What follows belongs to an exercise in optimizing a design on an open flow for small area; a production flow would make more cautious choices.
In this exercise RTL edits were held to simulation tests only and were not proved equivalent to the original.
No activity file was given, so power comes from the tool's default toggle rates.

==> module uart_tx, before the edit <==
module uart_tx (
    input  wire       clk,
    input  wire       rst,
    input  wire       go,           
    output wire       tx_start,     
    input  wire [7:0] tx_data,
    output wire       tx,
    output wire       tx_busy
);
localparam
    IDLE      = 4'b0000,
    PRE       = 4'b0001,
    BIT_START = 4'b0100,
    BIT_STOP  = 4'b0010;
reg [3:0] tx_state;
reg [6:0] bit_cnt;
function [6:0] bc_step(input [6:0] v);
    bc_step = {v[5:0], ~(v[6] ^ v[5])};
endfunction
function [6:0] bc_after(input integer n);
    integer k;
    begin
        bc_after = 7'd0;
        for (k = 0; k < n; k = k + 1) bc_after = bc_step(bc_after);
    end
endfunction
localparam [6:0] BC_ONE  = bc_after(1);
localparam [6:0] BC_LAST = bc_after(104);
wire bit_tick = (bit_cnt == BC_LAST);
assign tx_start = tx_state == PRE;
assign tx_busy = tx_state != IDLE && tx_state != PRE;
assign tx = (tx_state < 4) | (tx_state[3] & tx_data[tx_state[2:0]]);
always @(posedge clk)
    bit_cnt <= !tx_busy ? 7'd0 : bit_tick ? BC_ONE : bc_step(bit_cnt);
always @(posedge clk) begin
    if (rst) begin
        tx_state <= IDLE;
    end else begin
        case (tx_state)
            IDLE:      if (go) tx_state <= PRE;
            PRE:       tx_state <= BIT_START;
            BIT_START: if (bit_tick) tx_state <= 4'b1000;
            BIT_STOP:  if (bit_tick) tx_state <= IDLE;
            default:   if (bit_tick) tx_state <= (tx_state == 4'b1111) ? BIT_STOP : tx_state + 1'd1;
        endcase
    end
end
endmodule
export LEC_CHECK = 0
export ABC_AREA = 1
export CAP_MARGIN = 20
export CORE_MARGIN = 2
export CORE_UTILIZATION = 60
export SLEW_MARGIN = 20
create_clock -name core_clock -period 10.0 [get_ports {clk}]
standard.sh (not shown) runs the stock make flow with config.mk's settings and CLKGATE_MAP_FILE= SYNTH_SCRIPT=/design/flow/synth_recipe.tcl, a recipe that flattens the netlist after the stock synthesis.
==> flow/flow/run.sh <==
#!/bin/bash
# Standard ORFS flow with three changes:
#  - after synthesis, the combinational logic of the standard netlist is
#    re-mapped by ABC for area (flip-flops, their instance names and the nets
#    they drive are left as they are);
#  - CTS uses small clock buffers in small clusters, without dummy loads;
#  - ports are buffered with buf_1.
# Each tool's output goes to a log file of its own in this folder.
set -euo pipefail
HERE=$(pwd)
LIB=$FLOW_HOME/platforms/sky130hd/lib/sky130_fd_sc_hd__tt_025C_1v80.lib
RES=$HERE/orfs/results/sky130hd/top/base

export CTS_ARGS="${CTS_ARGS:--sink_clustering_enable -repair_clock_nets -dont_use_dummy_load -buf_list sky130_fd_sc_hd__clkbuf_4 -sink_clustering_size 10 -sink_clustering_max_diameter 50}"
export BUFFER_PORTS_ARGS="${BUFFER_PORTS_ARGS:--inputs -outputs -buffer_cell sky130_fd_sc_hd__buf_1}"

bash standard.sh synth > 1_standard_synth.log 2>&1

python3 flow/lib2v.py $LIB > comb_cells.v 2> lib2v.log
DU=$(grep -o 'cell ("\?sky130_fd_sc_hd__[a-z0-9_]*' $LIB | sed 's/cell ("\?//' \
     | grep -E "lpflow|probe|kapwr" | sed 's/^/-dont_use /' | tr '\n' ' ')
cp $RES/1_2_yosys.v 1_2_yosys_standard.v
ABC_SCRIPT=${ABC_SCRIPT:-"+strash;&get -n;&deepsyn -T 120;&put;dch;amap;topo"}
yosys -p "read_liberty -lib $LIB; read_verilog 1_2_yosys_standard.v; hierarchy -top top; \
  techmap -map comb_cells.v; techmap; opt -purge; \
  abc -liberty $LIB $DU -script \"$ABC_SCRIPT\"; opt_clean -purge; \
  hilomap -singleton -hicell sky130_fd_sc_hd__conb_1 HI -locell sky130_fd_sc_hd__conb_1 LO; \
  splitnets; opt_clean -purge; \
  write_verilog -noattr -nohex -nodec 1_2_yosys_resyn.v; stat -liberty $LIB" > 1_resyn_yosys.log 2>&1

cp 1_2_yosys_resyn.v $RES/1_2_yosys.v
rm -f $RES/1_synth.odb
touch $RES/1_2_yosys.v
bash standard.sh synth > 1_synth_odb.log 2>&1
bash standard.sh > 2_standard_finish.log 2>&1
Other scripts of this flow, unchanged in this note and not shown: flow/flow/lib2v.py
==> next run, changes <==
--- a/flow/design.v
+++ b/flow/design.v
@@ -958,22 +958,10 @@
 reg [3:0] tx_state;
 reg [6:0] bit_cnt;
-function [6:0] bc_step(input [6:0] v);
-    bc_step = {v[5:0], ~(v[6] ^ v[5])};
-endfunction
-function [6:0] bc_after(input integer n);
-    integer k;
-    begin
-        bc_after = 7'd0;
-        for (k = 0; k < n; k = k + 1) bc_after = bc_step(bc_after);
-    end
-endfunction
-localparam [6:0] BC_ONE  = bc_after(1);
-localparam [6:0] BC_LAST = bc_after(104);
-wire bit_tick = (bit_cnt == BC_LAST);
+wire bit_tick = (bit_cnt == 7'd104);
 assign tx_start = tx_state == PRE;
 assign tx_busy = tx_state != IDLE && tx_state != PRE;
 assign tx = (tx_state < 4) | (tx_state[3] & tx_data[tx_state[2:0]]);
 always @(posedge clk)
-    bit_cnt <= !tx_busy ? 7'd0 : bit_tick ? BC_ONE : bc_step(bit_cnt);
+    bit_cnt <= !tx_busy ? 7'd0 : bit_tick ? 7'd1 : bit_cnt + 1'd1;
 always @(posedge clk) begin
     if (rst) begin
Wire length fell by 1.6%; critical path depth drops by 2; non-clock buffer count shrinks by 1; via count falls by 1.5%; core utilization stays flat; area after synthesis decreases by 0.57%; sequential power hardly moves.

## static timing again, ports no longer ideal
No port has a modelled driver above. Below, the same layouts with a new extraction and two added sets of constraints. Step 1 sets driving cells, clkbuf_16 on the clock port and buf_2 on the other inputs (assumed; they add their load-dependent delay and slew). Step 2 adds t to the input delays and takes it off the output delays; t is the mean of the earliest and latest rising clock arrival at the registers after step 1. Input paths then give back, and output paths get back, about the clock's delay inside the block. Three values: ideal ports, drivers, drivers and shift; two values: the first two.
run | shift t [ns] | setup slack, ns | worst register clock-pin slew, ns | pins driven straight from the clock port
the first run | 0.675 | 5.714 / 5.678 / 5.737 | 0.11 / 0.11 | 1
the second run | 0.687 | 5.741 / 5.704 / 5.877 | 0.11 / 0.11 | 1
After both steps every run listed still meets setup and hold.
